From an optimization exercise on the open Yosys and OpenROAD flow, aimed at small area, a short achievable clock period and few clock cycles; shortcuts taken in it are not production practice. RTL that was checked went through simulation tests only; none was proved equivalent to the original. No functional check of the RTL was part of runs 1 and 2. Power and IR drop assume default switching activity.

===== flow/design.v =====
module grayscale(
  input  [23:0] d,
  output [7:0]  q
  );
wire [11:0] r  = {4'b0000, d[7:0]};
wire [11:0] g  = {4'b0000, d[15:8]};
wire [11:0] b  = {4'b0000, d[23:16]};
wire [11:0] t0 = r;
wire [11:0] t1 = r << 2;
wire [11:0] t2 = g;
wire [11:0] t3 = g << 3;
wire [11:0] t4 = b << 1;
wire [11:0] s1 = t0 ^ t1 ^ t2;
wire [11:0] c1 = ((t0 & t1) | (t0 & t2) | (t1 & t2)) << 1;
wire [11:0] s2 = s1 ^ c1 ^ t3;
wire [11:0] c2 = ((s1 & c1) | (s1 & t3) | (c1 & t3)) << 1;
wire [11:0] s3 = s2 ^ c2 ^ t4;
wire [11:0] c3 = ((s2 & c2) | (s2 & t4) | (c2 & t4)) << 1;
wire [11:0] total = s3 + c3;
assign q = total[11:4];
endmodule
module sat_add(
  input  [7:0] a,
  input  [7:0] m,
  input        neg,
  output [7:0] q
  );
wire [8:0] r = {1'b0, a} + {1'b0, m ^ {8{neg}}} + {8'b0, neg};
wire       ovf = r[8] ^ neg;
assign q = ovf ? {8{~neg}} : r[7:0];
endmodule
module err_dif(
  input  [7:0] a,
  input  [6:0] c7,
  input  [6:0] ep,
  input        sp,
  input        m3,
  output [7:0] v,
  output       s,
  output [6:0] e
  );
wire [8:0] ep3 = {2'b00, ep} + {1'b0, ep, 1'b0};
wire [4:0] d3  = m3 ? ep3[8:4] : 5'd0;
wire [7:0] t;
sat_add u_t(.a(a), .m({3'b000, d3}), .neg(sp), .q(t));
sat_add u_v(.a(t), .m({2'b00, c7[5:0]}), .neg(c7[6]), .q(v));
assign s  = v[7];
assign e  = v[6:0] ^ {7{v[7]}};
endmodule
module controller #(
  parameter W  = 800,
  parameter H  = 600,
  parameter K  = 4,
  parameter AW = 19
  ) (
  input               clk,
  input               rst,
  output reg [CW-1:0] c,
  output reg [XW-1:0] xo,
  output reg [AW-1:0] oa,
  output reg [AW-1:0] ia,
  output reg          rd,
  output reg          wr,
  output reg          en_o,
  output reg          done,
  output reg          idle,      
  output reg          lane_k,    
  output reg          x_last,    
  output reg          x_nlast    
  );
function integer lg2;
  input integer n;
  integer i;
  begin
    lg2 = 0;
    for (i = n - 1; i > 0; i = i >> 1)
      lg2 = lg2 + 1;
  end
endfunction
localparam integer NB  = H / K;
localparam integer CW  = lg2(K + 2);
localparam integer XW  = lg2(W);
localparam integer WK1 = W * (K + 1);
localparam [AW-1:0] D_RD   = W * K + K + 2;
localparam [AW-1:0] D_RDW  = W * K + K + 2 - WK1;
localparam [AW-1:0] D_L0   = -1;
localparam [AW-1:0] D_L0W  = WK1 - 1;
localparam [AW-1:0] D_LN   = -W - 1;
localparam [AW-1:0] D_LNW  = WK1 - W - 1;
localparam [AW-1:0] I_L3   = -3 * W - 3;
localparam [AW-1:0] I_L3W  = WK1 - 3 * W - 3;
localparam [AW-1:0] I_L4   = -4 * W - 3;
localparam [AW-1:0] I_L4W  = WK1 - 4 * W - 3;
localparam [AW-1:0] I_L0   = W * (K - 2) + K;
localparam [AW-1:0] I_L0W  = W * (K - 2) + K - WK1;
localparam [AW-1:0] OA0    = W * (H - 1) + W - 3 - K;
localparam [XW-1:0] XO0    = W - 3 - K;
localparam [AW-1:0] N_PIX  = W * H;         
localparam [AW-1:0] N_RD   = W * (H - K);   
localparam [AW-1:0] LAST   = W - 1;         
reg [CW-1:0] c_n;
reg [XW-1:0] xo_n;
reg [AW-1:0] doa, dia, oa_n;
reg [XW:0]   xs;
reg          rd_n, wr_n, done_n;
always @(*) begin
  c_n = (c == K + 1) ? {CW{1'b0}} : c + 1'b1;
  xs  = {1'b0, xo} + (K + 2);
  if (c == 0) begin
    if (xs >= W) begin
      xo_n = xs - W;
      doa  = D_RDW;
    end else begin
      xo_n = xs[XW-1:0];
      doa  = D_RD;
    end
  end else begin
    if (xo == 0) begin
      xo_n = W - 1;
      doa  = (c == 1) ? D_L0W : D_LNW;
    end else begin
      xo_n = xo - 1'b1;
      doa  = (c == 1) ? D_L0 : D_LN;
    end
  end
  if (c_n == 0 || c_n == K || c_n == K + 1)
    dia = ({1'b0, xo_n} + K >= W) ? I_L0W : I_L0;
  else if (c_n == 1)
    dia = (xo_n < 3) ? I_L3W : I_L3;
  else
    dia = (xo_n < 3) ? I_L4W : I_L4;
  oa_n = oa + doa;
  done_n = done || (wr && oa == LAST);
  rd_n = (c_n == 1) && (oa_n < N_RD) && !done_n;
  wr_n = (c_n != 1) && (oa_n < N_PIX) && !done_n;
end
always @(posedge clk) begin
  ia      <= oa_n + dia;
  idle    <= (c_n == 0);
  lane_k  <= (c_n == K + 1);
  x_last  <= (xo_n == 0);
  x_nlast <= (xo_n == W - 1);
end
always @(posedge clk or posedge rst) begin
  if (rst) begin
    c    <= 0;
    xo   <= XO0;
    oa   <= OA0;
    rd   <= 1'b0;
    wr   <= 1'b0;
    en_o <= 1'b0;
    done <= 1'b0;
  end else begin
    c    <= c_n;
    xo   <= xo_n;
    oa   <= oa_n;
    rd   <= rd_n;
    wr   <= wr_n;
    en_o <= rd_n || wr_n;
    done <= done_n;
  end
end
endmodule
module sipu_core #(
  parameter W  = 800,
  parameter H  = 600,
  parameter K  = 4,
  parameter AW = 19
  ) (
  input           clk,
  input           rst,
  input  [23:0]   in_mem_data,
  input  [7:0]    out_mem_data,
  output reg [7:0] mux_data,
  output          en_in_mem,
  output [AW-1:0] in_mem_addr,
  output          en_out_mem,
  output [AW-1:0] out_mem_addr,
  output          out_mem_read,
  output          out_mem_write,
  output          done
  );
localparam integer RW = 19;     
wire idle, lane_k, x_last, x_nlast;
controller #(.W(W), .H(H), .K(K), .AW(AW)) ctrl(
  .clk(clk), .rst(rst), .c(), .xo(), .oa(out_mem_addr), .ia(in_mem_addr),
  .rd(out_mem_read), .wr(out_mem_write), .en_o(en_out_mem), .done(done),
  .idle(idle), .lane_k(lane_k), .x_last(x_last), .x_nlast(x_nlast));
assign en_in_mem = 1'b1;
reg [RW*(K+1)-1:0] ring;
reg [RW:0]         tail;
reg [23:0]         in_q;
reg [7:0]          g1_q;     
reg [6:0]          e_q;      
reg                s_q;      
wire [RW-1:0] head = ring[RW-1:0];
wire [7:0]    a    = head[7:0];
wire [6:0]    c7   = head[18:12];
wire [7:0] v;
wire       s;
wire [6:0] e;
err_dif ed(.a(a), .c7(c7), .ep(e_q), .sp(s_q), .m3(!x_last),
           .v(v), .s(s), .e(e));
wire [9:0] ep5 = {3'b000, e_q} + {1'b0, e_q, 2'b00};
wire [2:0] d1n = x_nlast ? 3'd0 : e_q[6:4];
wire [3:0] d1_nx = ring[2*RW-8:2*RW-11];
wire [7:0] g, g1, a_calc;
grayscale gray(.d(in_q), .q(g));
sat_add u_g1(.a(g), .m({5'b00000, d1_nx[2:0]}), .neg(d1_nx[3]), .q(g1));
sat_add u_g5(.a(g1_q), .m({2'b00, ep5[9:4]}), .neg(s_q), .q(a_calc));
wire [7:0] a_n  = out_mem_read ? out_mem_data : a_calc;
wire [7:0] c7_n = (x_last || lane_k) ? 8'd0 : {s, e};
wire [3:0] d1_n = {s_q && !x_nlast, d1n};
wire [9:0] t7 = {tail[18:12], 3'b000} - {3'b000, tail[18:12]};
always @(posedge clk) begin
  tail     <= {c7_n, d1_n, a_n};
  ring     <= {tail[19], t7[9:4], tail[11:0], ring[RW*(K+1)-1:RW]};
  in_q     <= in_mem_data;
  g1_q     <= g1;
  e_q      <= idle ? 7'd0 : e;
  s_q      <= s && !idle;
  mux_data <= lane_k ? v : {8{s}};
end
endmodule
module top(clk,
           rst,
           done,
           in_mem_data,
           out_mem_data,
           mux_data,
           en_in_mem,
           in_mem_addr,
           en_out_mem,
           out_mem_addr,
           out_mem_read,
           out_mem_write
           );
  input  clk;
  input  rst;
  input  [23:0]  in_mem_data;
  input  [7:0]   out_mem_data;
  output [7:0]   mux_data;
  output         en_in_mem;
  output [31:0]  in_mem_addr;
  output         en_out_mem;
  output [31:0]  out_mem_addr;
  output         out_mem_read;
  output         out_mem_write;
  output done;
  wire [18:0] in_addr;
  wire [18:0] out_addr;
  assign in_mem_addr  = {13'd0, in_addr};
  assign out_mem_addr = {13'd0, out_addr};
  sipu_core #(.W(800), .H(600), .K(6), .AW(19)) core(
    .clk(clk), .rst(rst),
    .in_mem_data(in_mem_data), .out_mem_data(out_mem_data),
    .mux_data(mux_data),
    .en_in_mem(en_in_mem), .in_mem_addr(in_addr),
    .en_out_mem(en_out_mem), .out_mem_addr(out_addr),
    .out_mem_read(out_mem_read), .out_mem_write(out_mem_write),
    .done(done));
endmodule

===== flow/standard.sh =====
#!/bin/bash
# synth_recipe.tcl (not shown) runs the flow's synth.tcl, then flattens the netlist and writes it again
# the make line also repeats each setting of config.mk as NAME=value (left out here)
make -C /OpenROAD-flow-scripts/flow DESIGN_CONFIG=/design/flow/config.mk WORK_HOME=/design/flow/orfs CLKGATE_MAP_FILE= SYNTH_SCRIPT=/design/flow/synth_recipe.tcl "${@:-finish}"

===== flow/config.mk =====
export PLATFORM = sky130hd
export DESIGN_NAME = top
export DESIGN_NICKNAME = top
export VERILOG_FILES = /design/flow/design.v
export SDC_FILE = /design/flow/constraint.sdc
export NUM_CORES = 4
export LEC_CHECK = 0
export CAP_MARGIN = 20
export CORE_MARGIN = 2
export CORE_UTILIZATION = 40
export SLEW_MARGIN = 20

===== flow/constraint.sdc =====
create_clock -name core_clock -period 24.0 [get_ports {clk}]
set_input_delay 4.8000 -clock core_clock [delete_from_list [all_inputs] [get_ports {clk}]]
set_output_delay 4.8000 -clock core_clock [all_outputs]
set_load 0.01 [all_outputs]

===== flow/flow/run.sh =====
#!/bin/bash
set -o pipefail
export BUFFER_PORTS_ARGS="-buffer_cell sky130_fd_sc_hd__buf_2"
export CTS_ARGS="-sink_clustering_enable -repair_clock_nets -dont_use_dummy_load -buf_list {sky130_fd_sc_hd__clkbuf_4 sky130_fd_sc_hd__clkbuf_8}"
export SETUP_SLACK_MARGIN=18.2
bash standard.sh > standard.log 2>&1

==> results of run 1 <==
metrics by stage:
stage,hold WS (ns),area [um2],total power [mW],instances
CTS,0.241,13300,1.45,1626
finish,0.250,13600,1.46,1638
floorplan,0.310,11800,1.01,1136
global route,0.250,13600,1.58,1638
global placement,0.310,12400,1.13,1563
detailed placement,0.312,12400,1.13,1563
worst paths after layout:
| kind | startpoint | to | slack, ns | depth (start not counted) |
|---|---|---|---|---|
| max | core.ctrl.oa[2] | out_mem_addr[2] | 17.96 | 1 |
| min | core.ring[95] | core.ring[76] | 0.25 | 0 |
| max reg2reg | core.ctrl.xo[4] | core.ctrl.ia[18] | 18.40 | 21 |
| min reg2reg | core.ring[95] | core.ring[76] | 0.25 | 0 |
| max in group asynchronous | rst | core.ctrl.rd | 19.20 | 3 |
| min in group asynchronous | rst | core.ctrl.oa[15] | 4.35 | 3 |
timing repair:
| item | CTS | global route |
|---|---|---|
| resized for setup | 29 | 54 |
| setup endpoints to repair | 50 | 74 |
| pin swaps | 2 | 10 |
| setup buffers | 20 | 12 |
per-layer routing:
layer  share of wire (%)  wire, um  global-route usage, %  up-vias
met3                 5.4      1270                   3.35       49
met2                  47     11000                   25.9      170
met5                   0         0                      0        -
met4                 2.6       601                   5.83        0
li1                    -         -                      -     4067
met1                  45     10600                   19.4     3730
Yosys cell counts, drive strengths merged, types with 10 or more instances:
cell type / number
ha: 107
xor2: 38
a21o: 24
nor3: 31
o21a: 16
nor2: 74
dfxtp: 220
a21oi: 63
xnor2: 60
dfrtp: 17
o21bai: 10
fa: 25
inv: 70
o21ai: 50
maj3: 19
o211ai: 12
buf: 38
nand2: 44
nand2b: 12
or2: 10
dfstp: 19
logic make-up (layout without fill, tap and decap cells):
family          count (synthesis)  in the layout
compound gates                227            227
buf+inv                       119            237
fa+ha+maj                     151            151
xor+xnor                       99             99
mux                            12             12
flops                         256            256
simple gates                  245            245
other cells                     2             27
cell type report:
| cell class | instances | area (um2) |
|---|---|---|
| fill | 2642 | 15200 |
| multi-input combinational | 761 | 6000 |
| sequential | 256 | 5350 |
| timing repair buffer | 119 | 883 |
| clock buffer | 43 | 592 |
| tap | 384 | 480 |
| inverter | 75 | 288 |
power by group through the flow:
stage | clock (mW) | combinational [mW] | sequential [mW]
detailed placement | 0 | 0.513 | 0.620
floorplan | 0 | 0.402 | 0.606
global placement | 0 | 0.508 | 0.618
global route | 0.338 | 0.613 | 0.625
CTS | 0.321 | 0.521 | 0.613
finish | 0.305 | 0.546 | 0.611
placed cells by master, fill, tap and decap left out, types with 5 or more instances in the layout:
cell,n
buf_6,32
or3_1,9
o21ai_0,45
nand2_1,44
dfstp_2,19
buf_4,35
a21o_1,24
buf_2,52
dfxtp_2,15
nor2_1,72
maj3_1,19
or2_2,10
inv_1,70
conb_1,27
a21oi_2,5
o21a_1,14
a21oi_1,58
fa_1,25
dfxtp_1,205
mux2i_1,9
o211ai_1,12
nand3_1,9
nand2b_1,12
and2_1,8
o31ai_1,5
clkbuf_8,43
xnor2_1,59
o21bai_1,10
ha_1,105
nand4_1,7
nor3_1,30
nor2b_1,9
a31oi_1,5
xor2_1,37
dfrtp_1,15
flip-flops by register name, summed over array words and instances (netlist names), 3 cells and up:
register	flops
core.in_q	24
core.ctrl.ia	19
core.e_q	7
core.ctrl.xo	10
core.mux_data	8
core.ring	129
core.ctrl.c	3
core.ctrl.oa	19
core.tail	20
core.g1_q	8
==> summary.txt, run 1 <==
Outcome
  • Outcome: no timing/DRC/antenna violations

Pwr
  • Sequential Power Share: 41.8%
  • Power Dens Cells: 107 nW/um2
  • Switching part of the total: roughly 34%
  • Comb pwr share: a little under two fifths
  • Pint: 0.969 mW
  • Sw power: 0.493 mW
  • Maximum vdd drop: 0.0715 mV
  • Static Leak: between 6 and 7 nW
  • Clk pwr share: between 20% and 30%

Yosys
  • Post-synthesis cell count: between 1000 and 1500
  • Cell variety after synth: 76
  • Synth top area share: 37.6%
  • Largest cells by area after synthesis: dfxtp_1, ha_1, xnor2_1, fa_1, dfstp_2
  • Leading area contributor after synthesis: dfxtp_1
  • XOR/XNOR Fraction of Synth Area: between 7 and 8%
  • Mapped Area: about 12000 um2
  • Mux contribution to synthesized area: 1.06%
  • Ys Warns: 2
  • FF+latch count, synth: approximately 260
  • Avg Cell Area, Syn: 10.5 um2
  • Combinational family with the most area after synthesis: adder cells
  • Main synth FF type: dfxtp_1
  • Seq/Total Area, Yosys: between 40% and 50%
  • Area share of fa/ha/maj cells after synthesis: about 17%
  • Compound-Gate Fraction of Synth Area: between 10% and 20%
  • Number of synthesized flops with an enable pin: 0
  • Synth Area in Simple Gates: 10.7%
  • Async set-reset flop share out of synthesis: 14.1%

Clock network
  • Worst-skew pair later-pin latency: ~0.57 ns
  • Max clock buf depth: 3
  • CTS Buf Count: 43
  • CTS Hold Buffers Added: 0
  • CTS tree: built
  • CTS root buf: clkbuf_8
  • Worst-path clk slew: 0.06 ns
  • # H-tree levels: 2
  • Num Clock Sinks: about 260

Route
  • DRC: 0
  • Vias/cell: roughly 5
  • Number of iterations in the first detailed-routing pass: 5
  • Violation count after the first detailed-route iteration: about 400
  • Vias after detailed routing: about 8000
  • Routed WL per cell: ~14 um
  • ANT nets after route: 0
  • Drt total wl: about 24000 um

Floorplan
  • Core Rows: 62
  • Io pins: approximately 110
  • Core box area: about 29000 um2
  • Starting density of the core: 40.7%
  • Die Ht: 175 um
  • Die area: 30600 um2
  • Die Wd: 175 um

Job
  • Max Cap Violations: 0

STA
  • RSZ-0062 raised after global routing: yes
  • Final Hold Violating Endpoints: 0
  • Max Slew Vio Count: 0
  • Sum Neg Setup Slack: 0 ns
  • Tcrit/Tclk final: between 20% and 30%
  • Layout Skew: 0.0793 ns
  • Headroom to the max-slew limit: roughly 50%
  • Final setup violation count: 0
  • Worst slew pin tran: 0.754 ns
  • Worst setup slack after layout: ~18 ns
  • Tmin final: just over 6 ns
  • Highest clock rate: between 150 and 200 MHz

Worst setup path
  • Slowest-stage cell, CP: dfstp_2
  • Req. time, crit path: ~19 ns
  • Setup CP Type: reg2out
  • Cell family with most CP delay: flip-flops
  • Sum of buffers and inverters on the critical path: 1
  • Worst-path cell chain: buf_6
  • CP endpoint kind: output port
  • Worst Path Arrival: 1.24 ns
  • Worst setup SP type: flip-flop
  • Crit-path max FO: 2
  • Slowest stage delay, CP: 0.58 ns

Place
  • Port Buffers: 83
  • Post-DP HPWL: between 15000 and 20000 um
  • Dpl ws: between 15 and 20 ns
  • Placer congestion estimate: around 0.82

Hold path
  • Hold/Removal Path Class: reg2reg

Global route
  • Number of global-route vias before repair: 7933
  • Gr ovfl total: 0
  • First-pass GRT wire length: approximately 38000 um
  • Total GRT Usage: 15.4%
  • Initial antenna violation count: 0
  • Largest net degree at the start of global routing: 37

Finish
  • Core Util, Final: 47.2%
  • Final nets: roughly 1400
  • Area Growth Syn to Fin: 16.2%
  • Share of cells above drive strength 1: 19.7%
  • N_diodes: 0
==> run 2: changes to the inputs <==
==> flow/flow/run.sh (replaced) <==
#!/bin/bash
set -o pipefail
export BUFFER_PORTS_ARGS="-buffer_cell sky130_fd_sc_hd__buf_2"
export CTS_ARGS="-sink_clustering_enable -repair_clock_nets -dont_use_dummy_load -buf_list {sky130_fd_sc_hd__clkbuf_4 sky130_fd_sc_hd__clkbuf_8}"
export SETUP_SLACK_MARGIN=18.6
bash standard.sh > standard.log 2>&1
==> run 2 against run 1 <==
Effect of this change: combinational power increased by 29%; clock skew decreased by 0.0027 ns; core utilization increased by 2.8 points; first-iteration DRC count increased by 3.8%; cell area increased by 5.8%; synthesized area unchanged; non-clock buffer count increased by 32; flip-flop and latch count unchanged; largest cell class unchanged; largest power group is now combinational logic.
==> summary.txt, run 2 <==
Outcome
  • Outcome: no timing/DRC/antenna violations

Yosys
  • Top-count cell post-synth: dfxtp_1
  • Ys Warns: 2
  • Avg Cell Area, Syn: between 10 and 15 um2
  • Cell variety after synth: 76
  • Post-synthesis cell count: 1111
  • Main synth FF type: dfxtp_1
  • Most frequent cells after synthesis: dfxtp_1, ha_1, nor2_1
  • Leading area contributor after synthesis: dfxtp_1
  • Mapped Area: 11700 um2
  • Number of synthesized flops with an enable pin: 0
  • Largest cells by area after synthesis: dfxtp_1, ha_1, xnor2_1, fa_1, dfstp_2
  • Async set-reset flop share out of synthesis: ~14%
  • FF+latch count, synth: between 200 and 300
  • Seq/Total Area, Yosys: between 40 and 50%
  • Synth top area share: 37.6%

STA
  • Tmin final: around 6 ns
  • Final setup violation count: 0
  • Final Hold Violating Endpoints: 0
  • Tcrit/Tclk final: about a quarter
  • Worst slew pin tran: 0.855 ns
  • Layout Skew: about 0.077 ns
  • Headroom to the max-slew limit: 42.9%
  • Max Slew Vio Count: 0
  • Sum Neg Setup Slack: 0 ns
  • RSZ-0062 raised after global routing: yes
  • Highest clock rate: between 150 and 200 MHz

Finish
  • Most flops, register: core.ring
  • Biggest regs: core.ring: 129 flops, core.in_q: 24 flops, core.tail: 20 flops
  • Commonest non-fill, non-tap cell in the layout: dfxtp_1
  • Final nets: between 1000 and 1500
  • Share of cells above drive strength 1: around 27%
  • N_diodes: 0
  • Most frequent cells in the layout: dfxtp_1, ha_1, nor2_1, inv_1, buf_4
  • Max reg flops: about 130
  • Core Util, Final: ~50%
  • Area Growth Syn to Fin: 22.9%

Route
  • Vias after detailed routing: 8243
  • DRC: 0
  • ANT nets after route: 0
  • Routed WL per cell: about 15 um
  • Drt total wl: around 25000 um
  • Vias/cell: approximately 4.9
  • Number of iterations in the first detailed-routing pass: 5
  • Violation count after the first detailed-route iteration: 405

Worst setup path
  • Crit-path max FO: 2
  • Slowest stage delay, CP: 0.58 ns
  • Worst-path cell chain: buf_6
  • Worst setup SP type: flip-flop
  • Setup CP Type: reg2out
  • Req. time, crit path: 19.20 ns
  • Slowest-stage cell, CP: dfstp_2
  • Worst Path Arrival: between 1 and 1.5 ns
  • Sum of buffers and inverters on the critical path: 1
  • CP endpoint kind: output port
  • Cell family with most CP delay: flip-flops

Hold path
  • Hold/Removal Path Class: reg2reg

Clock network
  • Worst-skew pair later-pin latency: 0.54 ns
  • # H-tree levels: 2
  • CTS root buf: clkbuf_8
  • Max clock buf depth: 3
  • Num Clock Sinks: between 200 and 300
  • CTS tree: built
  • Worst-path clk slew: ~0.060 ns
  • CTS Buf Count: 43

Floorplan
  • Die area: slightly above 30000 um2
  • Starting density of the core: 40.7%
  • Core box area: about 29000 um2
  • Die Wd: approximately 180 um
  • Die Ht: around 180 um
  • Io pins: ~110
  • Core Rows: slightly above 60

Job
  • Max Cap Violations: 0

Place
  • Placer congestion estimate: slightly above 0.8
  • Post-DP HPWL: ~17000 um
  • Port Buffers: 83

Global route
  • Initial antenna violation count: 0
  • Total GRT Usage: around 16%
  • Number of global-route vias before repair: 8134
  • Gr ovfl total: 0
  • First-pass GRT wire length: a little under 40000 um
  • Largest net degree at the start of global routing: 37

Pwr
  • Static Leak: about 6.4 nW
  • Maximum vdd drop: 0.0743 mV
  • Power Dens Cells: ~110 nW/um2
==> run 2: cell counts after synthesis <==
No cell type changed its count.
==> run 2: worst paths after layout <==
check | startpoint | slack, ns | to | cells past startpoint
max in group asynchronous | rst | 18.99 | core.ctrl.xo[3] | 2
min in group asynchronous | rst | 4.45 | core.ctrl.oa[10] | 2
max | core.ctrl.oa[4] | 17.98 | out_mem_addr[4] | 1
max reg2reg | core.e_q[2] | 18.58 | core.mux_data[6] | 25
min | core.ring[76] | 0.25 | core.ring[57] | 0
min reg2reg | core.ring[76] | 0.25 | core.ring[57] | 0
==> run 2: metrics by stage <==
step / hold slack, ns / area, um2 / cells / setup WS [ns] / power [mW]
after global placement: 0.310 / 12400 / 1561 / 17.73 / 1.12
after global routing: 0.248 / 14400 / 1670 / 17.93 / 1.75
after floorplan: 0.310 / 11800 / 1136 / 18.64 / 1.01
final: 0.252 / 14400 / 1670 / 17.98 / 1.63
after CTS: 0.250 / 13600 / 1637 / 17.94 / 1.49
after detailed placement: 0.312 / 12400 / 1561 / 17.69 / 1.12
==> run 2: cell type report <==
cell class                 instances  area, um2
inverter                          75        295
timing repair buffer             151       1200
sequential                       256       5370
multi-input combinational        761       6450
tap                              384        480
clock buffer                      43        592
fill                            2582      14400
==> run 2: cells by family (layout without fill, tap and decap cells) <==
family	Yosys count	count (layout)	synth area share [%]
flops	256	256	45.5
fa+ha+maj	151	151	17.3
simple gates	245	245	10.7
xor+xnor	99	99	7.52
buf+inv	119	269	4.98
mux	12	12	1.06
compound gates	227	227	12.8
other cells	2	27	0.0642
==> run 2: where the power goes <==
part | internal [mW] | switching (mW) | total (mW)
registers | 0.570 | 0.0476 | 0.618
logic | 0.348 | 0.355 | 0.703
clock network | 0.157 | 0.147 | 0.304
==> run 2: timing repair <==
action,CTS,global route
cloned,0,1
hold buffers,0,0
pin swaps,11,59
gates resized for setup,80,118
buffers inserted,33,32
hold endpoints to repair,0,0
endpoints found under the setup margin,85,85
==> run 2: routing by layer <==
metal / GRT usage [%] / share of wire [%] / vias to the layer above
li1: - / - / 4119
met1: 20.9 / 46 / 3930
met2: 26.6 / 48 / 157
met3: 2.94 / 4.3 / 37
met4: 3.92 / 1.7 / 0
met5: 0 / 0 / -
==> run 3: changes to the inputs <==
--- a/flow/design.v
+++ b/flow/design.v
@@ -57,4 +57,2 @@
   input               rst,
-  output reg [CW-1:0] c,
-  output reg [XW-1:0] xo,
   output reg [AW-1:0] oa,
@@ -65,2 +63,3 @@
   output reg          done,
+  output reg          a_sel,     
   output reg          idle,      
@@ -79,3 +78,2 @@
 endfunction
-localparam integer NB  = H / K;
 localparam integer CW  = lg2(K + 2);
@@ -96,3 +94,2 @@
 localparam [AW-1:0] OA0    = W * (H - 1) + W - 3 - K;
-localparam [XW-1:0] XO0    = W - 3 - K;
 localparam [AW-1:0] N_PIX  = W * H;         
@@ -100,34 +97,41 @@
 localparam [AW-1:0] LAST   = W - 1;         
+reg [CW-1:0] c;
+reg [XW-1:0] x0;
+wire         x0_s  = (x0 < 16);
+wire [3:0]   x0_l  = x0[3:0];
+wire         x0_e  = (x0 == W - 1);
 reg [CW-1:0] c_n;
-reg [XW-1:0] xo_n;
 reg [AW-1:0] doa, dia, oa_n;
-reg [XW:0]   xs;
-reg          rd_n, wr_n, done_n;
+reg [3:0]    dx;
+reg          wa, wi, rd_n, wr_n, done_n;
 always @(*) begin
   c_n = (c == K + 1) ? {CW{1'b0}} : c + 1'b1;
-  xs  = {1'b0, xo} + (K + 2);
   if (c == 0) begin
-    if (xs >= W) begin
-      xo_n = xs - W;
-      doa  = D_RDW;
-    end else begin
-      xo_n = xs[XW-1:0];
-      doa  = D_RD;
-    end
+    wa  = x0_s && x0_l < K + 2;
+    doa = wa ? D_RDW : D_RD;
   end else begin
-    if (xo == 0) begin
-      xo_n = W - 1;
-      doa  = (c == 1) ? D_L0W : D_LNW;
-    end else begin
-      xo_n = xo - 1'b1;
-      doa  = (c == 1) ? D_L0 : D_LN;
-    end
-  end
-  if (c_n == 0 || c_n == K || c_n == K + 1)
-    dia = ({1'b0, xo_n} + K >= W) ? I_L0W : I_L0;
-  else if (c_n == 1)
-    dia = (xo_n < 3) ? I_L3W : I_L3;
-  else
-    dia = (xo_n < 3) ? I_L4W : I_L4;
+    wa  = x0_s && x0_l == c - 1;
+    if (c == 1)
+      doa = wa ? D_L0W : D_L0;
+    else
+      doa = wa ? D_LNW : D_LN;
+  end
   oa_n = oa + doa;
+  dx = x0_l - c;
+  if (c_n == 0) begin
+    wi  = x0_s && x0_l >= 1 && x0_l <= K;
+    dia = wi ? I_L0W : I_L0;
+  end else if (c_n == K) begin
+    wi  = (x0_s && x0_l < K - 1) || x0_e;
+    dia = wi ? I_L0W : I_L0;
+  end else if (c_n == K + 1) begin
+    wi  = x0_s && x0_l < K;
+    dia = wi ? I_L0W : I_L0;
+  end else if (c_n == 1) begin
+    wi  = x0_s && x0_l < 3;
+    dia = wi ? I_L3W : I_L3;
+  end else begin
+    wi  = x0_s && x0_l >= c && dx <= 2;
+    dia = wi ? I_L4W : I_L4;
+  end
   done_n = done || (wr && oa == LAST);
@@ -138,6 +142,7 @@
   ia      <= oa_n + dia;
+  a_sel   <= (c_n == 1) && (oa_n < N_RD);
   idle    <= (c_n == 0);
   lane_k  <= (c_n == K + 1);
-  x_last  <= (xo_n == 0);
-  x_nlast <= (xo_n == W - 1);
+  x_last  <= x0_s && x0_l == c;
+  x_nlast <= (c == 0) ? x0_e : (x0_s && x0_l == c - 1);
 end
@@ -146,3 +151,3 @@
     c    <= 0;
-    xo   <= XO0;
+    x0   <= W - 1;
     oa   <= OA0;
@@ -154,3 +159,4 @@
     c    <= c_n;
-    xo   <= xo_n;
+    if (c == K + 1)
+      x0 <= x0_e ? {XW{1'b0}} : x0 + 1'b1;
     oa   <= oa_n;
@@ -183,7 +189,7 @@
 localparam integer RW = 19;     
-wire idle, lane_k, x_last, x_nlast;
+wire a_sel, idle, lane_k, x_last, x_nlast;
 controller #(.W(W), .H(H), .K(K), .AW(AW)) ctrl(
-  .clk(clk), .rst(rst), .c(), .xo(), .oa(out_mem_addr), .ia(in_mem_addr),
+  .clk(clk), .rst(rst), .oa(out_mem_addr), .ia(in_mem_addr),
   .rd(out_mem_read), .wr(out_mem_write), .en_o(en_out_mem), .done(done),
-  .idle(idle), .lane_k(lane_k), .x_last(x_last), .x_nlast(x_nlast));
+  .a_sel(a_sel), .idle(idle), .lane_k(lane_k), .x_last(x_last), .x_nlast(x_nlast));
 assign en_in_mem = 1'b1;
@@ -210,3 +216,3 @@
 sat_add u_g5(.a(g1_q), .m({2'b00, ep5[9:4]}), .neg(s_q), .q(a_calc));
-wire [7:0] a_n  = out_mem_read ? out_mem_data : a_calc;
+wire [7:0] a_n  = a_sel ? out_mem_data : a_calc;
 wire [7:0] c7_n = (x_last || lane_k) ? 8'd0 : {s, e};
==> flow/flow/run.sh (replaced) <==
#!/bin/bash
set -o pipefail
export BUFFER_PORTS_ARGS="-buffer_cell sky130_fd_sc_hd__buf_2"
export CTS_ARGS="-sink_clustering_enable -repair_clock_nets -dont_use_dummy_load -buf_list {sky130_fd_sc_hd__clkbuf_4 sky130_fd_sc_hd__clkbuf_8}"
bash standard.sh > standard.log 2>&1
==> run 3 against run 2 <==
Effect of this change: still clean on timing, DRC and antenna; global-route usage fell by 0.89 points; sequential share of layout area rose by 4.1 points; register-to-register slack got worse by 0.53 ns; combinational power fell by 3%; first-iteration DRC count fell by 18%; setup slack got worse by 0.098 ns; worst hold slack improved by 0.045 ns; power fell by 1.0%; critical endpoint is now out_mem_addr[7].
==> summary.txt, run 3 <==
Pwr
  • Pint: 1.04 mW
  • Clk pwr share: a little under a fifth
  • Switching part of the total: 35.4%
  • Sequential Power Share: roughly two fifths
  • Maximum vdd drop: 0.0719 mV
  • Power Dens Cells: ~120 nW/um2
  • Static Leak: around 5.7 nW
  • Comb pwr share: a little over two fifths
  • Sw power: roughly 0.57 mW

Place
  • Post-DP HPWL: about 17000 um
  • Placer congestion estimate: around 0.85
  • Port Buffers: 83
  • Dpl ws: around 18 ns

Route
  • Drt total wl: approximately 22000 um
  • Number of iterations in the first detailed-routing pass: 5
  • Routed WL per cell: 13.9 um
  • ANT nets after route: 0
  • Vias after detailed routing: just under 8000
  • DRC: 0
  • Violation count after the first detailed-route iteration: 334
  • Vias/cell: around 4.9

Global route
  • Total GRT Usage: between 10% and 20%
  • Number of global-route vias before repair: approximately 7600
  • First-pass GRT wire length: between 30000 and 40000 um
  • Gr ovfl total: 0
  • Initial antenna violation count: 0
  • Largest net degree at the start of global routing: 37

Yosys
  • Leading area contributor after synthesis: dfxtp_1
  • XOR/XNOR Fraction of Synth Area: under 10%
  • Combinational family with the most area after synthesis: adder cells
  • Ys Warns: 2
  • Synth Area in Simple Gates: 11.2%
  • Number of synthesized flops with an enable pin: 0
  • Avg Cell Area, Syn: 10.6 um2
  • Seq/Total Area, Yosys: a little under half
  • Cell variety after synth: 88
  • Async set-reset flop share out of synthesis: around 14%
  • FF+latch count, synth: between 200 and 300
  • Compound-Gate Fraction of Synth Area: approximately an eighth
  • Main synth FF type: dfxtp_1
  • Post-synthesis cell count: 1100
  • Top-count cell post-synth: dfxtp_1
  • Mapped Area: roughly 12000 um2
  • Mux contribution to synthesized area: less than 1%
  • Most frequent cells after synthesis: dfxtp_1, ha_1, a21oi_1
  • Synth top area share: a little under two fifths
  • Area share of fa/ha/maj cells after synthesis: 16.6%
  • Largest cells by area after synthesis: dfxtp_1, ha_1, xnor2_1, dfstp_2, fa_1

Finish
  • Final nets: around 1400
  • Commonest non-fill, non-tap cell in the layout: dfxtp_1
  • Most frequent cells in the layout: dfxtp_1, ha_1, buf_2, a21oi_1, inv_1
  • Most flops, register: core.ring
  • Fillers: 2700
  • Area of the multi-input gates: about 5800 um2
  • Area Growth Syn to Fin: 11.3%
  • Share of cells above drive strength 1: 15.5%
  • Max reg flops: between 100 and 150
  • Register Area: ~5400 um2
  • N_diodes: 0
  • Biggest regs: core.ring: 129 flops, core.in_q: 24 flops, core.tail: 20 flops

STA
  • Headroom to the max-slew limit: a little over two fifths
  • Worst slew pin tran: 0.858 ns
  • Final Hold Violating Endpoints: 0
  • Worst setup slack after layout: 17.89 ns
  • Tcrit/Tclk final: 25.5%
  • Highest clock rate: around 160 MHz
  • Max Slew Vio Count: 0
  • Layout Skew: approximately 0.045 ns
  • Tmin final: approximately 6.1 ns
  • Final setup violation count: 0
  • RSZ-0062 raised after global routing: no
  • Sum Neg Setup Slack: 0 ns

Floorplan
  • Core box area: between 20000 and 30000 um2
  • Core Rows: between 60 and 70
  • Starting density of the core: 40.5%
  • Die Wd: roughly 170 um
  • Io pins: 111
  • Die Ht: between 150 and 200 um
  • Die area: around 30000 um2

Clock network
  • CTS Hold Buffers Added: 0
  • Worst-path clk slew: ~0.05 ns
  • CTS Buf Count: 43
  • Worst-skew pair later-pin latency: between 0.5 and 0.6 ns
  • # H-tree levels: 2
  • Max clock buf depth: 3
  • Num Clock Sinks: between 200 and 300
  • CTS root buf: clkbuf_8
  • CTS tree: built
  • Setup bufs post-CTS: 0
  • Post-CTS Resized: 0

Worst setup path
  • Crit-path max FO: 8
  • Worst-path cell chain: buf_2
  • R2R depth: 21
  • Worst Path Arrival: 1.31 ns
  • Cell family with most CP delay: flip-flops
  • Sum of buffers and inverters on the critical path: 1
  • Worst R2R Setup Slack: about 18 ns
  • Slowest-stage cell, CP: dfstp_2
  • RR Endpoint: core.mux_data[6]
  • CP endpoint kind: output port
  • Levels on crit path: 1
  • Setup CP Type: reg2out
  • Worst setup path end: out_mem_addr[7]
  • Worst setup SP type: flip-flop
  • Req. time, crit path: between 15 and 20 ns
  • Origin of the worst setup path: core.ctrl.oa[7]
  • Slowest stage delay, CP: around 0.63 ns
  • Worst r2r src: core.e_q[2]

Job
  • Max Cap Violations: 0

Outcome
  • Outcome: no timing/DRC/antenna violations

Hold path
  • Hold/Removal Path Class: reg2reg
[run 3: cell types whose count changed after synthesis, moves of 9 or more]
| cell | change |
|---|---|
| xor2_1 | -9 |
| nor2_1 | -11 |
| a21oi_1 | +10 |
| o211ai_1 | -11 |
| nand2_1 | +13 |
| nand3_1 | +10 |
| ha_1 | -9 |
| o21ai_0 | -23 |
[run 3: through the flow]
step           std cells  total power, mW  instance area, um2  hold WS [ns]  util, %
2_1_floorplan       1125             1.17               11700         0.310        -
3_5_place_dp        1551             1.32               12300         0.312     43.1
6_report            1594             1.61               12900         0.297     45.1
4_1_cts             1594             1.63               12900         0.294     45.1
5_1_grt             1594             1.75               12900         0.291     45.1
3_3_place_gp        1551             1.31               12300         0.310     43.1
[run 3: cells by family (layout without fill, tap and decap cells)]
kind of cell,count (synthesis),after routing
mux,9,9
buf+inv,117,202
simple gates,255,255
fa+ha+maj,142,142
compound gates,223,223
xor+xnor,95,95
flops,257,257
other cells,2,27
[run 3: layer usage]
layer	track usage (%)	routed length, um	vias up
met1	19.4	10300	3616
met2	24.7	10300	145
met4	5.01	539	0
met5	0	0	-
li1	-	-	3978
met3	3.19	934	41
[run 3: worst min-delay path by stage]
stage / depth (start not counted) / end / start / slack (ns)
CTS: 0 / core.ring[30] / core.ring[49] / 0.29
global route: 0 / core.ring[30] / core.ring[49] / 0.29
finish: 0 / core.ring[30] / core.ring[49] / 0.30
global placement: 0 / core.ring[55] / core.ring[74] / 0.31
detailed placement: 0 / core.ring[100] / core.ring[119] / 0.31
floorplan: 0 / core.ring[0] / core.ring[19] / 0.31
[run 3: final cells by class]
type | instances | area share (%)
Sequential cell | 257 | 41.4
Tap cell | 384 | 3.72
Timing Repair Buffer | 86 | 3.39
Inverter | 73 | 2.12
Clock buffer | 43 | 4.58
Multi-Input combinational cell | 751 | 44.8
[run 3: power groups by stage]
stage / Sequential, mW / Clock, mW / Combinational [mW]
finish: 0.624 / 0.302 / 0.684
global route: 0.638 / 0.335 / 0.776
CTS: 0.627 / 0.317 / 0.689
detailed placement: 0.634 / 0 / 0.683
global placement: 0.632 / 0 / 0.674
floorplan: 0.616 / 0 / 0.559
Testbench counts of run 3, summed over its fixed seeds: cycles 2,560,228.
==> run 4: changes to the inputs <==
==> flow/flow/run.sh (replaced) <==
#!/bin/bash
set -o pipefail
export BUFFER_PORTS_ARGS="-buffer_cell sky130_fd_sc_hd__buf_2"
export CTS_ARGS="-sink_clustering_enable -repair_clock_nets -dont_use_dummy_load -sink_clustering_size 16 -sink_clustering_max_diameter 100 -buf_list {sky130_fd_sc_hd__clkbuf_8 sky130_fd_sc_hd__clkbuf_16}"
bash standard.sh > standard.log 2>&1
==> run 4 against run 3 <==
Effect of this change: largest cell class unchanged; non-clock buffer count stayed put; final cell count shrank 1.4%; global-route usage shrank 0.091 points; critical path type unchanged; flip-flop and latch count unchanged; via count is 1.7% lower; register-to-register slack better by 0.02 ns; first-iteration DRC count fell by 0.30%; cell area decreased by 0.71%; sequential share of layout area increased by 0.29 points; still clean.
==> summary.txt, run 4 <==
Outcome
  • Outcome: no timing/DRC/antenna violations

Floorplan
  • Core Rows: 62
  • Die Ht: about 170 um
  • Die Wd: 174 um
  • Io pins: 111
  • Die area: 30400 um2
  • Starting density of the core: between 40% and 50%
  • Core box area: ~29000 um2

Worst setup path
  • Levels on crit path: 1
  • Crit-path max FO: 8
  • R2R depth: 21
  • CP endpoint kind: output port
  • Worst setup SP type: flip-flop
  • RR Endpoint: core.mux_data[6]
  • Setup CP Type: reg2out
  • Req. time, crit path: approximately 19 ns
  • Worst r2r src: core.e_q[2]
  • Cell family with most CP delay: flip-flops
  • Slowest-stage cell, CP: dfstp_2
  • Worst-path cell chain: buf_2
  • Sum of buffers and inverters on the critical path: 1
  • Worst R2R Setup Slack: ~18 ns
  • Worst Path Arrival: between 1 and 1.5 ns
  • Slowest stage delay, CP: 0.64 ns

STA
  • Layout Skew: between 0.03 and 0.04 ns
  • Min Hold Slack: around 0.3 ns
  • Tcrit/Tclk final: about a quarter
  • Headroom to the max-slew limit: between 40% and 50%
  • Tmin final: around 6.1 ns
  • RSZ-0062 raised after global routing: no
  • Final setup violation count: 0
  • Highest clock rate: about 160 MHz
  • Final Hold Violating Endpoints: 0
  • Worst setup slack after layout: roughly 18 ns
  • Worst slew pin tran: slightly above 0.8 ns
  • Sum Neg Setup Slack: 0 ns
  • Max Slew Vio Count: 0

Yosys
  • Cell variety after synth: between 80 and 90
  • Mapped Area: 11600 um2
  • Main synth FF type: dfxtp_1
  • FF+latch count, synth: roughly 260
  • Synth top area share: 38.1%
  • Largest cells by area after synthesis: dfxtp_1, ha_1, xnor2_1, dfstp_2, fa_1
  • Most frequent cells after synthesis: dfxtp_1, ha_1, a21oi_1
  • Ys Warns: 2
  • Leading area contributor after synthesis: dfxtp_1
  • Avg Cell Area, Syn: between 10 and 15 um2
  • Async set-reset flop share out of synthesis: 14.0%
  • Top-count cell post-synth: dfxtp_1
  • Number of synthesized flops with an enable pin: 0
  • Seq/Total Area, Yosys: a little under half
  • Post-synthesis cell count: 1100

Clock network
  • Worst-path clk slew: 0.08 ns
  • Setup bufs post-CTS: 0
  • CTS Buf Count: 20
  • # H-tree levels: 1
  • Max clock buf depth: 3
  • Num Clock Sinks: 257
  • Worst-skew pair later-pin latency: roughly 0.5 ns
  • CTS tree: built
  • Post-CTS Resized: 0
  • CTS Hold Buffers Added: 0
  • CTS root buf: clkbuf_16

Pwr
  • Power Dens Cells: 124 nW/um2
  • Static Leak: around 5.6 nW
  • Overall power: roughly 1.6 mW
  • Maximum vdd drop: roughly 0.07 mV

Route
  • Vias after detailed routing: about 7600
  • DRC: 0
  • ANT nets after route: 0
  • Drt total wl: 22300 um
  • Vias/cell: 4.87
  • Number of iterations in the first detailed-routing pass: 4
  • Routed WL per cell: between 10 and 15 um
  • Violation count after the first detailed-route iteration: around 330

Hold path
  • Worst Hold Launch: core.ring[49]
  • Hold Path Cell Cnt: 0
  • Hold/Removal Path Class: reg2reg
  • Hold path endpoint: core.ring[30]

Place
  • Post-DP HPWL: between 15000 and 20000 um
  • Dpl ws: between 15 and 20 ns
  • Port Buffers: 83
  • Placer congestion estimate: approximately 0.85
  • Placed instance count: ~1600
  • Placed cell areas: roughly 12000 um2

Finish
  • Most frequent cells in the layout: dfxtp_1, ha_1, buf_2, a21oi_1, inv_1
  • Register Area: around 5400 um2
  • Most flops, register: core.ring
  • Final nets: ~1300
  • N_diodes: 0
  • Area Growth Syn to Fin: 10.5%
  • Area of the multi-input gates: ~5800 um2
  • Fin area: ~13000 um2
  • Fillers: roughly 2700
  • Biggest regs: core.ring: 129 flops, core.in_q: 24 flops, core.tail: 20 flops
  • Core Util, Final: 44.8%
  • Share of cells above drive strength 1: 13.8%
  • Commonest non-fill, non-tap cell in the layout: dfxtp_1
  • Max reg flops: around 130
  • Layout Cells excl Fill: around 1600

Global route
  • Largest net degree at the start of global routing: 37
  • Initial antenna violation count: 0
  • First-pass GRT wire length: 36900 um
  • Gr ovfl total: 0
  • Total GRT Usage: 14.8%
  • Number of global-route vias before repair: approximately 7500

Job
  • Max Cap Violations: 0
-- run 4: cell counts after synthesis --
Identical to the previous run, type by type.
-- run 4: where the power goes --
part	total (mW)	switching (mW)	internal (mW)	leakage [nW]
clock	0.287	0.140	0.147	0.246
combinational	0.685	0.380	0.305	3.12
sequential	0.623	0.0479	0.575	2.26
-- run 4: worst max-delay path by stage --
stage	startpoint	end	slack (ns)
finish	core.ctrl.oa[7]	out_mem_addr[7]	17.91
global route	core.e_q[3]	core.tail[18]	17.61
CTS	core.ctrl.oa[7]	out_mem_addr[7]	17.89
detailed placement	core.e_q[3]	core.mux_data[6]	18.14
global placement	core.e_q[2]	core.mux_data[6]	18.33
floorplan	rst	core.ctrl.c[0]	18.43
-- run 4: area by class of cell --
| class | count | area share [%] |
|---|---|---|
| clock buffer | 20 | 3.90 |
| inverter | 73 | 2.14 |
| multi-input combinational | 751 | 45.1 |
| sequential | 257 | 41.7 |
| tap | 384 | 3.74 |
| timing repair buffer | 86 | 3.41 |
-- run 4: metal layers --
metal	up-vias	wire length (um)	GRT usage (%)
met5	-	0	0
met4	0	453	3.68
met3	29	782	2.52
met2	103	10400	25.0
met1	3590	10600	19.8
li1	3922	-	-
-- run 4: kinds of logic (layout without fill, tap and decap cells) --
group / count (synthesis) / after routing / share of synthesized area (%)
DFF: 257 / 257 / 46.1
and+or+nand+nor: 255 / 255 / 11.2
AOI/OAI and AO/OA: 223 / 223 / 13.0
adders and majority gates: 142 / 142 / 16.6
buffers and inverters: 117 / 179 / 4.85
xor gates and xnor gates: 95 / 95 / 7.33
muxes: 9 / 9 / 0.819
other: 2 / 27 / 0.0647
==> run 5: changes to the inputs <==
==> flow/flow/run.sh (replaced) <==
#!/bin/bash
set -o pipefail
export BUFFER_PORTS_ARGS="-buffer_cell sky130_fd_sc_hd__buf_2"
export CTS_ARGS="-sink_clustering_enable -repair_clock_nets -dont_use_dummy_load -sink_clustering_size 30 -sink_clustering_max_diameter 100 -buf_list {sky130_fd_sc_hd__clkbuf_16}"
bash standard.sh > standard.log 2>&1
==> run 5 against run 4 <==
Effect of this change: global-route usage decreased by 0.27 points; final cell count decreased by 0.45%; via count increased by 0.18%; routed wire length decreased by 1.9%; combinational power about the same; synthesized cell count unchanged; die area unchanged; cell area decreased by 1.4%; synthesized area unchanged; first-iteration DRC count increased by 15%; still clean; register-to-register slack got worse by 0.02 ns; setup slack improved by 0.041 ns.
==> summary.txt, run 5 <==
Clock network
  • Num Clock Sinks: between 200 and 300
  • Max clock buf depth: 3
  • CTS tree: built
  • Worst-skew pair later-pin latency: around 0.49 ns
  • CTS Buf Count: 13
  • # H-tree levels: 1
  • CTS root buf: clkbuf_16
  • Setup bufs post-CTS: 0
  • Worst-path clk slew: about 0.10 ns
  • CTS Hold Buffers Added: 0
  • Post-CTS Resized: 0

Job
  • Max Cap Violations: 0

Floorplan
  • Die Ht: approximately 170 um
  • Core box area: 28600 um2
  • Die area: about 30000 um2
  • Die Wd: between 150 and 200 um
  • Starting density of the core: a little over 40%
  • Core Rows: 62
  • Io pins: between 100 and 150

Finish
  • Layout Cells excl Fill: about 1600
  • Most frequent cells in the layout: dfxtp_1, ha_1, buf_2, a21oi_1, inv_1
  • Fillers: between 2000 and 3000
  • Commonest non-fill, non-tap cell in the layout: dfxtp_1
  • Share of cells above drive strength 1: a little over an eighth
  • N_diodes: 0
  • Core Util, Final: between 40% and 50%
  • Area Growth Syn to Fin: 9.03%
  • Max reg flops: 129
  • Final nets: 1340
  • Most flops, register: core.ring
  • Biggest regs: core.ring: 129 flops, core.in_q: 24 flops, core.tail: 20 flops

Route
  • Vias after detailed routing: ~7700
  • Routed WL per cell: 14.0 um
  • ANT nets after route: 0
  • Vias/cell: between 4 and 5
  • Number of iterations in the first detailed-routing pass: 5
  • Violation count after the first detailed-route iteration: approximately 380
  • Drt total wl: around 22000 um
  • DRC: 0

Yosys
  • Cell variety after synth: 88
  • Leading area contributor after synthesis: dfxtp_1
  • Async set-reset flop share out of synthesis: about 14%
  • Ys Warns: 2
  • Most frequent cells after synthesis: dfxtp_1, ha_1, a21oi_1
  • FF+latch count, synth: between 200 and 300
  • Seq/Total Area, Yosys: 46.1%
  • Avg Cell Area, Syn: 10.6 um2
  • Post-synthesis cell count: 1100
  • Mapped Area: ~12000 um2
  • Synth top area share: a little under two fifths
  • Main synth FF type: dfxtp_1
  • Largest cells by area after synthesis: dfxtp_1, ha_1, xnor2_1, dfstp_2, fa_1
  • Top-count cell post-synth: dfxtp_1
  • Number of synthesized flops with an enable pin: 0

Outcome
  • Outcome: no timing/DRC/antenna violations

Pwr
  • Switching part of the total: a little over a third
  • Power Dens Cells: between 100 and 150 nW/um2
  • Sw power: 0.553 mW
  • Pint: a little under 1 mW
  • Static Leak: about 5.5 nW
  • Clk pwr share: 14.7%
  • Comb pwr share: around 45%
  • Maximum vdd drop: 0.0698 mV
  • Sequential Power Share: between 40% and 50%

STA
  • Worst setup slack after layout: between 15 and 20 ns
  • Layout Skew: 0.0615 ns
  • Highest clock rate: ~170 MHz
  • RSZ-0062 raised after global routing: no
  • Max Slew Vio Count: 0
  • Final Hold Violating Endpoints: 0
  • Worst slew pin tran: around 0.8 ns
  • Min Hold Slack: between 0.3 and 0.4 ns
  • Final setup violation count: 0
  • Tcrit/Tclk final: approximately a quarter
  • Sum Neg Setup Slack: 0 ns
  • Headroom to the max-slew limit: a little under half
  • Tmin final: between 6 and 7 ns

Worst setup path
  • Sum of buffers and inverters on the critical path: 1
  • Slowest stage delay, CP: 0.64 ns
  • Worst r2r src: core.e_q[3]
  • Slowest-stage cell, CP: dfstp_2
  • RR Endpoint: core.mux_data[6]
  • Worst setup SP type: flip-flop
  • Worst Path Arrival: 1.25 ns
  • CP endpoint kind: output port
  • Cell family with most CP delay: flip-flops
  • R2R depth: 21
  • Worst-path cell chain: buf_2
  • Worst R2R Setup Slack: roughly 18 ns
  • Setup CP Type: reg2out
  • Req. time, crit path: 19.20 ns
  • Crit-path max FO: 8

Global route
  • Number of global-route vias before repair: ~7400
  • Largest net degree at the start of global routing: 37
  • Initial antenna violation count: 0
  • Gr ovfl total: 0
  • Total GRT Usage: roughly 15%
  • First-pass GRT wire length: 36300 um

Hold path
  • Hold path endpoint: core.ring[123]
  • Worst Hold Launch: core.tail[9]
  • Hold Path Cell Cnt: 0
  • Hold/Removal Path Class: reg2reg

Place
  • Placed instance count: between 1500 and 2000
  • Dpl ws: about 18 ns
  • Post-DP HPWL: 16900 um
  • Placer congestion estimate: 0.853
  • Port Buffers: 83
run 5: cell counts after synthesis:
Identical to the previous run, type by type.
run 5: per-stage QoR:
| step | total power, mW | area [um2] |
|---|---|---|
| 6_report | 1.53 | 12700 |
| 5_1_grt | 1.66 | 12700 |
| 4_1_cts | 1.55 | 12700 |
| 3_5_place_dp | 1.32 | 12300 |
| 3_3_place_gp | 1.31 | 12300 |
| 2_1_floorplan | 1.17 | 11700 |
run 5: kinds of logic after synthesis:
logic type / Yosys count / share of synthesized area (%)
AO/OA/AOI/OAI: 223 / 13.0
other: 2 / 0.0647
AND/OR/NAND/NOR: 255 / 11.2
buffers and inverters: 117 / 4.85
multiplexers: 9 / 0.819
flip-flops: 257 / 46.1
XOR/XNOR: 95 / 7.33
adder cells (fa/ha/maj): 142 / 16.6
run 5: cell type report:
class | count | area [um2] | share of cell area (%)
inverters | 73 | 274 | 2.17
multi-input cells | 751 | 5790 | 45.7
flip-flops and latches | 257 | 5350 | 42.3
clock buffers | 13 | 325 | 2.57
repair buffers | 86 | 438 | 3.46
well taps | 384 | 480 | 3.80
run 5: worst max-delay path by stage:
stage,start,end,slack (ns),cells past startpoint
6_report,core.ctrl.oa[7],out_mem_addr[7],17.95,1
5_1_grt,core.e_q[3],core.tail[18],17.59,21
3_5_place_dp,core.e_q[3],core.mux_data[6],18.14,21
3_3_place_gp,core.e_q[2],core.mux_data[6],18.33,21
2_1_floorplan,rst,core.ctrl.c[0],18.43,1
4_1_cts,core.ctrl.oa[7],out_mem_addr[7],17.94,1
run 5: layer usage:
metal  vias to the layer above  global-route usage [%]  routed length (um)
met5                         -                       0                   0
met4                         0                    3.40                 405
met3                        30                    1.99                 665
met2                       118                    24.5               10100
met1                      3601                    19.8               10600
li1                       3909                       -                   -
run 5: power groups by stage:
stage / logic [mW] / registers [mW] / clock network, mW
after global routing: 0.776 / 0.637 / 0.250
after CTS: 0.689 / 0.625 / 0.236
after global placement: 0.674 / 0.632 / 0
after floorplan: 0.559 / 0.616 / 0
final: 0.684 / 0.622 / 0.224
after detailed placement: 0.683 / 0.634 / 0
==> run 6: changes to the inputs <==
==> flow/flow/run.sh (replaced) <==
#!/bin/bash
set -o pipefail
export BUFFER_PORTS_ARGS="-buffer_cell sky130_fd_sc_hd__buf_2"
export CTS_ARGS="-sink_clustering_enable -repair_clock_nets -dont_use_dummy_load -sink_clustering_size 22 -sink_clustering_max_diameter 80 -buf_list {sky130_fd_sc_hd__clkbuf_16}"
bash standard.sh > standard.log 2>&1
==> run 6 against run 5 <==
Effect of this change: still clean on timing, DRC and antenna; global-route usage hardly changed; clock skew shrank 0.024 ns; clock-buffer cell count grew 3; setup slack worse by 0.048 ns; power up 1.8%; register-to-register slack barely moved; first-iteration DRC count is 15% lower; critical path depth unchanged; combinational power about the same; non-clock buffer count is the same; critical path type unchanged.
==> summary.txt, run 6 <==
Outcome
  • Outcome: no timing/DRC/antenna violations

Finish
  • Commonest non-fill, non-tap cell in the layout: dfxtp_1
  • Area of the multi-input gates: 5790 um2
  • Share of cells above drive strength 1: a little over an eighth
  • Biggest regs: core.ring: 129 flops, core.in_q: 24 flops, core.tail: 20 flops
  • Core Util, Final: between 40% and 50%
  • Fillers: between 2000 and 3000
  • Max reg flops: between 100 and 150
  • Area Growth Syn to Fin: 9.68%
  • Most frequent cells in the layout: dfxtp_1, ha_1, buf_2, a21oi_1, inv_1
  • Final nets: 1343
  • Most flops, register: core.ring
  • Register Area: ~5400 um2
  • N_diodes: 0

STA
  • Final setup violation count: 0
  • Tcrit/Tclk final: between 20 and 30%
  • Max Slew Vio Count: 0
  • RSZ-0062 raised after global routing: no
  • Worst slew pin tran: ~0.80 ns
  • Tmin final: roughly 6.1 ns
  • Layout Skew: 0.0376 ns
  • Min Hold Slack: around 0.31 ns
  • Highest clock rate: 164 MHz
  • Final Hold Violating Endpoints: 0
  • Sum Neg Setup Slack: 0 ns
  • Headroom to the max-slew limit: 46.0%

Route
  • Vias/cell: roughly 4.9
  • Routed WL per cell: 14.0 um
  • Vias after detailed routing: 7605
  • ANT nets after route: 0
  • Number of iterations in the first detailed-routing pass: 4
  • DRC: 0
  • Violation count after the first detailed-route iteration: approximately 330
  • Drt total wl: about 22000 um

Worst setup path
  • Slowest-stage cell, CP: dfstp_2
  • Crit-path max FO: 8
  • Worst r2r src: core.e_q[2]
  • Req. time, crit path: roughly 19 ns
  • Cell family with most CP delay: flip-flops
  • CP endpoint kind: output port
  • Worst-path cell chain: buf_2
  • Slowest stage delay, CP: ~0.64 ns
  • Sum of buffers and inverters on the critical path: 1
  • Worst Path Arrival: approximately 1.3 ns
  • Levels on crit path: 1
  • Worst R2R Setup Slack: 18.05 ns
  • Worst setup SP type: flip-flop
  • R2R depth: 21
  • Setup CP Type: reg2out
  • RR Endpoint: core.mux_data[6]

Global route
  • Initial antenna violation count: 0
  • Number of global-route vias before repair: ~7400
  • First-pass GRT wire length: 36400 um
  • Total GRT Usage: roughly 15%
  • Largest net degree at the start of global routing: 37
  • Gr ovfl total: 0

Floorplan
  • Starting density of the core: 40.5%
  • Die Ht: 174 um
  • Die Wd: about 170 um
  • Die area: about 30000 um2
  • Core Rows: 62
  • Core box area: roughly 29000 um2
  • Io pins: between 100 and 150

Yosys
  • Ys Warns: 2
  • Number of synthesized flops with an enable pin: 0
  • Post-synthesis cell count: between 1000 and 1500
  • Leading area contributor after synthesis: dfxtp_1
  • Main synth FF type: dfxtp_1
  • FF+latch count, synth: 257
  • Most frequent cells after synthesis: dfxtp_1, ha_1, a21oi_1
  • Cell variety after synth: 88
  • Top-count cell post-synth: dfxtp_1
  • Synth top area share: a little under two fifths
  • Async set-reset flop share out of synthesis: between 10 and 15%
  • Mapped Area: ~12000 um2
  • Seq/Total Area, Yosys: about 46%
  • Avg Cell Area, Syn: 10.6 um2
  • Largest cells by area after synthesis: dfxtp_1, ha_1, xnor2_1, dfstp_2, fa_1

Place
  • Placer congestion estimate: 0.853
  • Post-DP HPWL: around 17000 um
  • Port Buffers: 83

Clock network
  • Worst-path clk slew: around 0.080 ns
  • Worst-skew pair later-pin latency: ~0.49 ns
  • Setup bufs post-CTS: 0
  • CTS tree: built
  • Post-CTS Resized: 0
  • Num Clock Sinks: roughly 260
  • CTS Buf Count: 16
  • # H-tree levels: 1
  • Max clock buf depth: 3
  • CTS Hold Buffers Added: 0
  • CTS root buf: clkbuf_16

Hold path
  • Worst Hold Launch: core.ring[34]
  • Hold path endpoint: core.ring[15]
  • Hold/Removal Path Class: reg2reg
  • Hold Path Cell Cnt: 0

Pwr
  • Static Leak: around 5.6 nW
  • Maximum vdd drop: between 0.06 and 0.07 mV
  • Power Dens Cells: 122 nW/um2
  • Overall power: approximately 1.6 mW

Job
  • Max Cap Violations: 0
run 6: cell counts after synthesis:
No cell type changed its count.
run 6: layout make-up:
cell class / instances / share of cell area, %
timing repair buffer: 86 / 3.44
sequential: 257 / 42.0
inverter: 73 / 2.15
multi-input combinational: 751 / 45.5
tap: 384 / 3.77
clock buffer: 16 / 3.14
run 6: how the worst max path moves through the flow:
stage                    startpoint               end  slack [ns]
floorplan                       rst    core.ctrl.c[0]       18.43
global route            core.e_q[3]     core.tail[18]       17.56
global placement        core.e_q[2]  core.mux_data[6]       18.33
CTS                 core.ctrl.oa[7]   out_mem_addr[7]       17.89
finish              core.ctrl.oa[7]   out_mem_addr[7]       17.90
detailed placement      core.e_q[3]  core.mux_data[6]       18.14
run 6: per-stage QoR:
stage	worst slack, ns	instance area [um2]	instances
2_1_floorplan	18.43	11700	1125
6_report	17.90	12700	1567
3_5_place_dp	18.14	12300	1551
3_3_place_gp	18.33	12300	1551
5_1_grt	17.56	12700	1567
4_1_cts	17.89	12700	1567
run 6: per-layer routing:
| metal | routed length (um) | track usage (%) |
|---|---|---|
| met5 | 0 | 0 |
| met4 | 354 | 3.33 |
| met2 | 10200 | 24.6 |
| met1 | 10700 | 19.6 |
| met3 | 794 | 2.41 |
run 6: cells by family (layout without fill, tap and decap cells):
kind of cell	after synthesis	after routing	synth area share, %
DFF	257	257	46.1
and+or+nand+nor	255	255	11.2
AOI/OAI and AO/OA	223	223	13.0
adders and majority gates	142	142	16.6
buffers and inverters	117	175	4.85
xor gates and xnor gates	95	95	7.33
muxes	9	9	0.819
other	2	27	0.0647
run 6: power breakdown:
part / leakage (nW) / internal [mW] / switching (mW)
registers: 2.26 / 0.575 / 0.0478
clock network: 0.197 / 0.119 / 0.132
logic: 3.12 / 0.305 / 0.379
==> run 7: changes to the inputs <==
==> flow/flow/run.sh (replaced) <==
#!/bin/bash
set -o pipefail
export BUFFER_PORTS_ARGS="-buffer_cell sky130_fd_sc_hd__buf_2"
export CTS_ARGS="-sink_clustering_enable -repair_clock_nets -dont_use_dummy_load -sink_clustering_size 26 -sink_clustering_max_diameter 90 -buf_list {sky130_fd_sc_hd__clkbuf_16}"
bash standard.sh > standard.log 2>&1
--- a/flow/config.mk
+++ b/flow/config.mk
@@ -9,3 +9,4 @@
 export CORE_MARGIN = 2
-export CORE_UTILIZATION = 40
+export CORE_UTILIZATION = 65
+export PLACE_DENSITY = 0.75
 export SLEW_MARGIN = 20
==> run 7 against run 6 <==
Effect of this change: via count is 1.2% higher; worst hold slack better by 0.018 ns; maximum frequency is 0.20% higher; clock-buffer cell count is 3 lower; global-route usage is 8.6 points higher; non-clock buffer count stayed put; sequential share of layout area is 0.92 points higher; critical path type unchanged; critical endpoint unchanged.
==> summary.txt, run 7 <==
Outcome
  • Outcome: no timing/DRC/antenna violations

Yosys
  • Top-count cell post-synth: dfxtp_1
  • Post-synthesis cell count: 1100
  • Seq/Total Area, Yosys: 46.1%
  • Mapped Area: 11600 um2
  • Avg Cell Area, Syn: between 10 and 15 um2
  • Ys Warns: 2
  • Main synth FF type: dfxtp_1
  • Largest cells by area after synthesis: dfxtp_1, ha_1, xnor2_1, dfstp_2, fa_1
  • FF+latch count, synth: between 200 and 300
  • Number of synthesized flops with an enable pin: 0
  • Leading area contributor after synthesis: dfxtp_1
  • Async set-reset flop share out of synthesis: about 14%
  • Cell variety after synth: between 80 and 90
  • Synth top area share: around two fifths
  • Most frequent cells after synthesis: dfxtp_1, ha_1, a21oi_1

STA
  • Final setup violation count: 0
  • Worst slew pin tran: between 0.8 and 0.9 ns
  • Headroom to the max-slew limit: 43.2%
  • Sum Neg Setup Slack: 0 ns
  • Tmin final: roughly 6 ns
  • RSZ-0062 raised after global routing: no
  • Tcrit/Tclk final: 25.4%
  • Final Hold Violating Endpoints: 0
  • Highest clock rate: between 150 and 200 MHz
  • Layout Skew: approximately 0.022 ns
  • Max Slew Vio Count: 0

Hold path
  • Hold Path Cell Cnt: 0
  • Hold/Removal Path Class: reg2reg
  • Worst Hold Launch: core.ring[125]
  • Hold path endpoint: core.ring[106]

Worst setup path
  • RR Endpoint: core.e_q[5]
  • Crit-path max FO: 8
  • Worst-path cell chain: buf_2
  • Req. time, crit path: about 19 ns
  • Worst setup SP type: flip-flop
  • Setup CP Type: reg2out
  • R2R depth: 21
  • Slowest-stage cell, CP: dfstp_2
  • CP endpoint kind: output port
  • Cell family with most CP delay: flip-flops
  • Sum of buffers and inverters on the critical path: 1
  • Worst r2r src: core.e_q[2]
  • Worst R2R Setup Slack: about 18 ns
  • Origin of the worst setup path: core.ctrl.oa[7]
  • Slowest stage delay, CP: ~0.64 ns
  • Worst Path Arrival: 1.29 ns

Global route
  • Initial antenna violation count: 0
  • Total GRT Usage: a little under a quarter
  • First-pass GRT wire length: about 35000 um
  • Number of global-route vias before repair: between 7000 and 8000
  • Gr ovfl total: 0
  • Largest net degree at the start of global routing: 37

Job
  • Max Cap Violations: 0

Route
  • Number of iterations in the first detailed-routing pass: 5
  • Drt total wl: between 20000 and 25000 um
  • DRC: 0
  • Vias after detailed routing: a little under 8000
  • ANT nets after route: 0
  • Routed WL per cell: between 15 and 20 um
  • Vias/cell: about 5.5
  • Violation count after the first detailed-route iteration: 252

Floorplan
  • Core Rows: 48
  • Die Wd: between 100 and 150 um
  • Starting density of the core: roughly two thirds
  • Io pins: roughly 110
  • Core box area: approximately 17000 um2
  • Die Ht: 138 um
  • Die area: 18900 um2

Pwr
  • Static Leak: around 5.5 nW
  • Switching part of the total: 36.4%
  • Clk pwr share: about 14%
  • Maximum vdd drop: approximately 0.096 mV
  • Power Dens Cells: between 100 and 150 nW/um2
  • Sequential Power Share: about 40%
  • Comb pwr share: between 40% and 50%
  • Pint: between 0.9 and 1 mW
  • Sw power: about 0.56 mW

Finish
  • Most flops, register: core.ring
  • N_diodes: 0
  • Final nets: about 1300
  • Share of cells above drive strength 1: a little over an eighth
  • Core Util, Final: a little under three quarters
  • Commonest non-fill, non-tap cell in the layout: dfxtp_1
  • Fillers: roughly 1300
  • Most frequent cells in the layout: dfxtp_1, ha_1, buf_2, a21oi_1, inv_1
  • Biggest regs: core.ring: 129 flops, core.in_q: 24 flops, core.tail: 20 flops
  • Area Growth Syn to Fin: 7.32%
  • Max reg flops: 129

Clock network
  • Worst-path clk slew: approximately 0.10 ns
  • # H-tree levels: 1
  • Max clock buf depth: 3
  • CTS root buf: clkbuf_16
  • CTS Hold Buffers Added: 0
  • Post-CTS Resized: 0
  • Num Clock Sinks: ~260
  • CTS tree: built
  • CTS Buf Count: 13
  • Setup bufs post-CTS: 0
  • Worst-skew pair later-pin latency: approximately 0.48 ns

Place
  • Placer congestion estimate: roughly 0.87
  • Post-DP HPWL: about 16000 um
  • Port Buffers: 83
[run 7: cell counts after synthesis]
Identical to the previous run, type by type.
[run 7: stage by stage]
| stage | hold WS, ns | power (mW) | worst slack (ns) | cells | area (um2) |
|---|---|---|---|---|---|
| after global placement | 0.310 | 1.30 | 18.37 | 1392 | 12100 |
| after CTS | 0.326 | 1.55 | 17.91 | 1405 | 12500 |
| after global routing | 0.337 | 1.66 | 17.66 | 1405 | 12500 |
| after floorplan | 0.310 | 1.17 | 18.43 | 1125 | 11700 |
| final | 0.323 | 1.54 | 17.92 | 1405 | 12500 |
| after detailed placement | 0.312 | 1.32 | 18.22 | 1392 | 12100 |
[run 7: area by class of cell]
type	count	area [um2]	area share, %
Clock buffer	13	325	2.61
Inverter	73	274	2.20
Multi-Input combinational cell	751	5790	46.5
Sequential cell	257	5350	42.9
Tap cell	225	282	2.26
Timing Repair Buffer	86	438	3.52
[run 7: worst max-delay path by stage]
stage          slack (ns)                to  cells after the start
2_1_floorplan       18.43    core.ctrl.c[0]                      1
3_3_place_gp        18.37  core.mux_data[5]                     21
3_5_place_dp        18.22  core.mux_data[5]                     21
4_1_cts             17.91   out_mem_addr[7]                      1
5_1_grt             17.66  core.mux_data[0]                     21
6_report            17.92   out_mem_addr[7]                      1
[run 7: metal layers]
| metal | track usage [%] | routed length, um | vias up |
|---|---|---|---|
| li1 | - | - | 3910 |
| met1 | 30.3 | 10000 | 3620 |
| met2 | 40.7 | 10200 | 138 |
| met3 | 2.94 | 819 | 29 |
| met4 | 5.56 | 405 | 0 |
| met5 | 0 | 0 | - |
[run 7: cell families (layout without fill, tap and decap cells)]
logic type | after synthesis | count (layout) | synth area share, %
AOI/OAI and AO/OA | 223 | 223 | 13.0
xor gates and xnor gates | 95 | 95 | 7.33
adders and majority gates | 142 | 142 | 16.6
buffers and inverters | 117 | 172 | 4.85
DFF | 257 | 257 | 46.1
muxes | 9 | 9 | 0.819
other | 2 | 27 | 0.0647
and+or+nand+nor | 255 | 255 | 11.2
[run 7: power groups by stage]
stage / Clock, mW / Combinational, mW / Sequential, mW
after floorplan: 0 / 0.559 / 0.616
after global placement: 0 / 0.664 / 0.637
after detailed placement: 0 / 0.676 / 0.639
after CTS: 0.229 / 0.686 / 0.632
after global routing: 0.242 / 0.772 / 0.642
final: 0.221 / 0.689 / 0.630

-- afterwards: timing with drivers on the ports --
How much do the figures lean on ideal ports? The routed layouts below were timed once more, with nothing changed but the port constraints.
Step 1 sets driving cells, clkbuf_16 on the clock port and buf_2 on the other inputs (assumed; they add their load-dependent delay and slew).
Step 2 times the ports against the registers' clock, not the clock port: input delays grow and output delays shrink by t, the midpoint of the rising clock arrivals with the driver on.
Slacks: ideal / step 1 / step 2; pairs: ideal / step 1.
run | t, ns | setup WS [ns]
run 1 | 0.575 | 17.962 / 17.919 / 18.399
run 2 | 0.545 | 17.984 / 17.940 / 18.476
run 3 | 0.552 | 17.886 / 17.843 / 18.045
run 4 | 0.532 | 17.911 / 17.864 / 18.065
run 5 | 0.504 | 17.951 / 17.906 / 18.051
run 6 | 0.516 | 17.903 / 17.856 / 18.046
run 7 | 0.512 | 17.915 / 17.870 / 18.152
After both steps every run listed still meets setup and hold. Setup slack includes reset recovery checks.
